This design comes from an exercise in tuning for small area on the open sky130 flow, not from production work.
The RTL was checked by simulation tests, not by an equivalence proof against the original design.

## run A
==> flow/design.v (excerpt) <==
module cordic_amplitude_angle (
    input                clk,
    input                rst_n,
    input  signed [31:0] x,
    input  signed [31:0] y,
    input                pre_vaild,
    output signed [31:0] amplitude,
    output signed [31:0] angle,
    output reg           post_vaild
);
Size: about 5400 cells after synthesis, ~510 flip-flops, ~130 I/O pins, about 0.051 sq mm of cells after synthesis.
==> flow/config.mk <==
export PLATFORM = sky130hd
export DESIGN_NAME = cordic_amplitude_angle
export DESIGN_NICKNAME = cordic_amplitude_angle
export VERILOG_FILES = /design/flow/design.v
export SDC_FILE = /design/flow/constraint.sdc
export NUM_CORES = 4
export LEC_CHECK = 0
export CAP_MARGIN = 20
export CORE_MARGIN = 2
export CORE_UTILIZATION = 40
export SLEW_MARGIN = 20
==> flow/constraint.sdc <==
create_clock -name core_clock -period 7.5 [get_ports {clk}]
set_input_delay 1.5000 -clock core_clock [delete_from_list [all_inputs] [get_ports {clk}]]
set_output_delay 1.5000 -clock core_clock [all_outputs]
set_load 0.01 [all_outputs]
standard.sh (not shown) runs the stock make flow with config.mk's settings and CLKGATE_MAP_FILE= SYNTH_SCRIPT=/design/flow/synth_recipe.tcl, a recipe that flattens the netlist after the stock synthesis.
==> flow/flow/run.sh <==
#!/bin/bash
# The standard layout flow (standard.sh) with one change: the buffers that
# global placement puts on every input and output port are
# sky130_fd_sc_hd__buf_1 cells instead of the default choice (the resizer may
# still upsize them). standard.sh's own output goes to standard_flow.log; each
# ORFS step keeps its full log under orfs/logs/.
export BUFFER_PORTS_ARGS="-buffer_cell sky130_fd_sc_hd__buf_1"
bash standard.sh > standard_flow.log 2>&1
Run A reached the final stage; the timing, design-rule and antenna checks on its layout passed.
Setup changes, run A to run B
- GPL_TIMING_DRIVEN: unset -> 0
==> flow/flow/run.sh <==
#!/bin/bash
# The standard layout flow (standard.sh) with two changes:
# - the buffers that global placement puts on every input and output port are
#   sky130_fd_sc_hd__buf_1 cells instead of the default choice (the resizer may
#   still upsize them);
# - clock tree synthesis clusters up to 25 flip-flops within 70 um per leaf
#   buffer and inserts no dummy loads.
# standard.sh's own output goes to standard_flow.log; each ORFS step keeps its
# full log under orfs/logs/.
export BUFFER_PORTS_ARGS="-buffer_cell sky130_fd_sc_hd__buf_1"
export CTS_ARGS="-sink_clustering_enable -repair_clock_nets -sink_clustering_size 25 -sink_clustering_max_diameter 70 -dont_use_dummy_load"
bash standard.sh > standard_flow.log 2>&1
==> notes.md <==
- Run A ended up with amplitude[29] as its endpoint of the most critical setup path; run B ended up with X_s9[29].
- Sort run A and run B by setup slack desc -> top: run A
- Across both runs, final cycle utilization of the critical path was higher for run B than for run A.
- Wire: run B routes more than run A
### run B -> run C
- GPL_TIMING_DRIVEN: 0 -> unset
- CTS_CLUSTER_SIZE: unset -> 25
- CTS_CLUSTER_DIAMETER: unset -> 70
==> flow/flow/run.sh <==
#!/bin/bash
# The standard layout flow (standard.sh) with one change: the buffers that
# global placement puts on every input and output port are
# sky130_fd_sc_hd__buf_1 cells instead of the default choice (the resizer may
# still upsize them). standard.sh's own output goes to standard_flow.log; each
# ORFS step keeps its full log under orfs/logs/.
export BUFFER_PORTS_ARGS="-buffer_cell sky130_fd_sc_hd__buf_1"
bash standard.sh > standard_flow.log 2>&1
==> comparison <==
- Of run C and run B, run C shows the lower total length of routed met2 wires, with run B above it.
- Result: PASS for each of run C and run B
- Final cell count: run B vs run C, no meaningful difference
- In the metrics for run C and run B, the one carrying the higher total number of vias is run B.
- Compared to run B, run C has final worst hold slack 0.066 ns higher.
- Per the comparison of run C with run B, cell count of the worst reg-to-reg path rose 55%; post-route standard cell area excluding fillers went up; register-to-register slack saw an increase; pin count of the biggest net entering global routing went up 130%.
- Cmp run C vs run B: first-pass GRT wire length lower in run C
#### Input delta (run D over run C)
- CTS_CLUSTER_DIAMETER no longer set, was 70
- CTS_CLUSTER_SIZE no longer set, was 25
==> flow/flow/run.sh <==
#!/bin/bash
# The standard layout flow (standard.sh) with two changes:
# - the buffers that global placement puts on every input and output port are
#   sky130_fd_sc_hd__buf_1 cells instead of the default choice (the resizer may
#   still upsize them);
# - clock tree synthesis clusters up to 30 flip-flops within 80 um per leaf
#   buffer and inserts no dummy loads.
# standard.sh's own output goes to standard_flow.log; each ORFS step keeps its
# full log under orfs/logs/.
export BUFFER_PORTS_ARGS="-buffer_cell sky130_fd_sc_hd__buf_1"
export CTS_ARGS="-sink_clustering_enable -repair_clock_nets -sink_clustering_size 30 -sink_clustering_max_diameter 80 -dont_use_dummy_load"
bash standard.sh > standard_flow.log 2>&1
[summary]
- Of run C and run D, the lower setup slack belongs to run D.
- Changes observed in run D relative to run C: cell count -48; latest clock arrival within the worst-skew pair went down 0.04 ns; number of global-route vias before repair went down by 206.


## job 1585
cordic_amplitude_angle, a different RTL version from the one above (not shown whole).
Size: roughly 130 I/O pins, roughly 0.052 mm^2 of cells after synthesis.
Settings: LEC_CHECK=0, CAP_MARGIN=20, CORE_MARGIN=2, CORE_UTILIZATION=65, PLACE_DENSITY=0.75, SLEW_MARGIN=20; clock period 7.5 ns.
run.sh (not shown) runs the stock make flow with config.mk's settings and CLKGATE_MAP_FILE= SYNTH_SCRIPT=/design/flow/synth_recipe.tcl, a recipe that flattens the netlist after the stock synthesis.
Stock flow here: none of the scripts above is used.
Here is what was changed in the inputs of job 8112 compared with job 1585.
-- flow/config.mk --
<<< job 1585, line 9
export CORE_MARGIN = 2
export CORE_UTILIZATION = 65
export PLACE_DENSITY = 0.75
export SLEW_MARGIN = 20
>>> job 8112, line 9
export CORE_MARGIN = 2
export CORE_UTILIZATION = 40
export CTS_BUF_LIST = sky130_fd_sc_hd__clkbuf_2 sky130_fd_sc_hd__clkbuf_4
export CTS_CLUSTER_SIZE = 16
export SLEW_MARGIN = 20
==> notes.md <==
- Job 8112 finished end to end and its layout was clean on timing, DRC and antenna.
- Sort job 1585 and job 8112 by final wirelength, descending, and job 8112 comes first.
- Taking job 1585 as the reference, in job 8112 count of clock-buffer cells in the layout now larger; final worst setup slack shows a reduction of 160 ps.
--- input diff job 8112..job 6685 ---
-- flow/config.mk --
<<< job 8112, line 10
export CORE_UTILIZATION = 40
export CTS_BUF_LIST = sky130_fd_sc_hd__clkbuf_2 sky130_fd_sc_hd__clkbuf_4
export CTS_CLUSTER_SIZE = 16
export SLEW_MARGIN = 20
>>> job 6685, line 10
export CORE_UTILIZATION = 40
export CTS_BUF_LIST = sky130_fd_sc_hd__clkbuf_4 sky130_fd_sc_hd__clkbuf_8
export SLEW_MARGIN = 20
==> notes.md <==
Part of the cycle the worst path needs down 2.5 points in job 6685 wrt job 8112. | total length of routed met2 wires | job 8112 vs job 6685 | ≈ equal |. Reported for job 8112 and job 6685, die boundary height turned out identical to the last digit. Compared job 6685 against job 8112; final design instance area without fill within noise. Compared with job 8112, in job 6685 number of placed I/O pins saw little to no change; post-layout minimum cycle time saw a decrease; proportion of layout cells with a drive suffix above 1 saw a decrease. Looking at job 8112 and job 6685, the final standard cell utilization of the core is a wash. Between job 6685 and job 8112, the global-route usage figures differ only marginally. For job 6685, the start point of the critical path was e9_s16, unlike job 8112, where it was e1_s16.

[static timing again, ports no longer ideal]
No port has a modelled driver above. Below, the same layouts with a new extraction and two added sets of constraints.
Step 1: set_driving_cell puts a clkbuf_16 on clk and a buf_2 on each other input, an assumption about the parent block.
Step 2 adds t to the input delays and takes it off the output delays; t is the mean of the earliest and latest rising clock arrival at the registers after step 1. Input paths then give back, and output paths get back, about the clock's delay inside the block.
Three values: no drivers, after step 1, after step 2; two values: the first two.
run	shift t [ns]	setup WS [ns]	worst data-port slew with drivers (ns)
run A	0.709	0.375 / 0.306 / 0.542	0.05
run B	0.667	0.350 / 0.312 / 0.350	0.03
run C	0.711	0.372 / 0.301 / 0.541	0.05
run D	0.643	0.324 / 0.257 / 0.510	0.05
job 1585	0.708	0.217 / 0.152 / 0.437	0.04
job 8112	1.087	0.054 / -0.019 / 0.347	0.05
job 6685	0.804	0.240 / 0.169 / 0.332	0.05
After both steps every run listed still meets setup and hold.
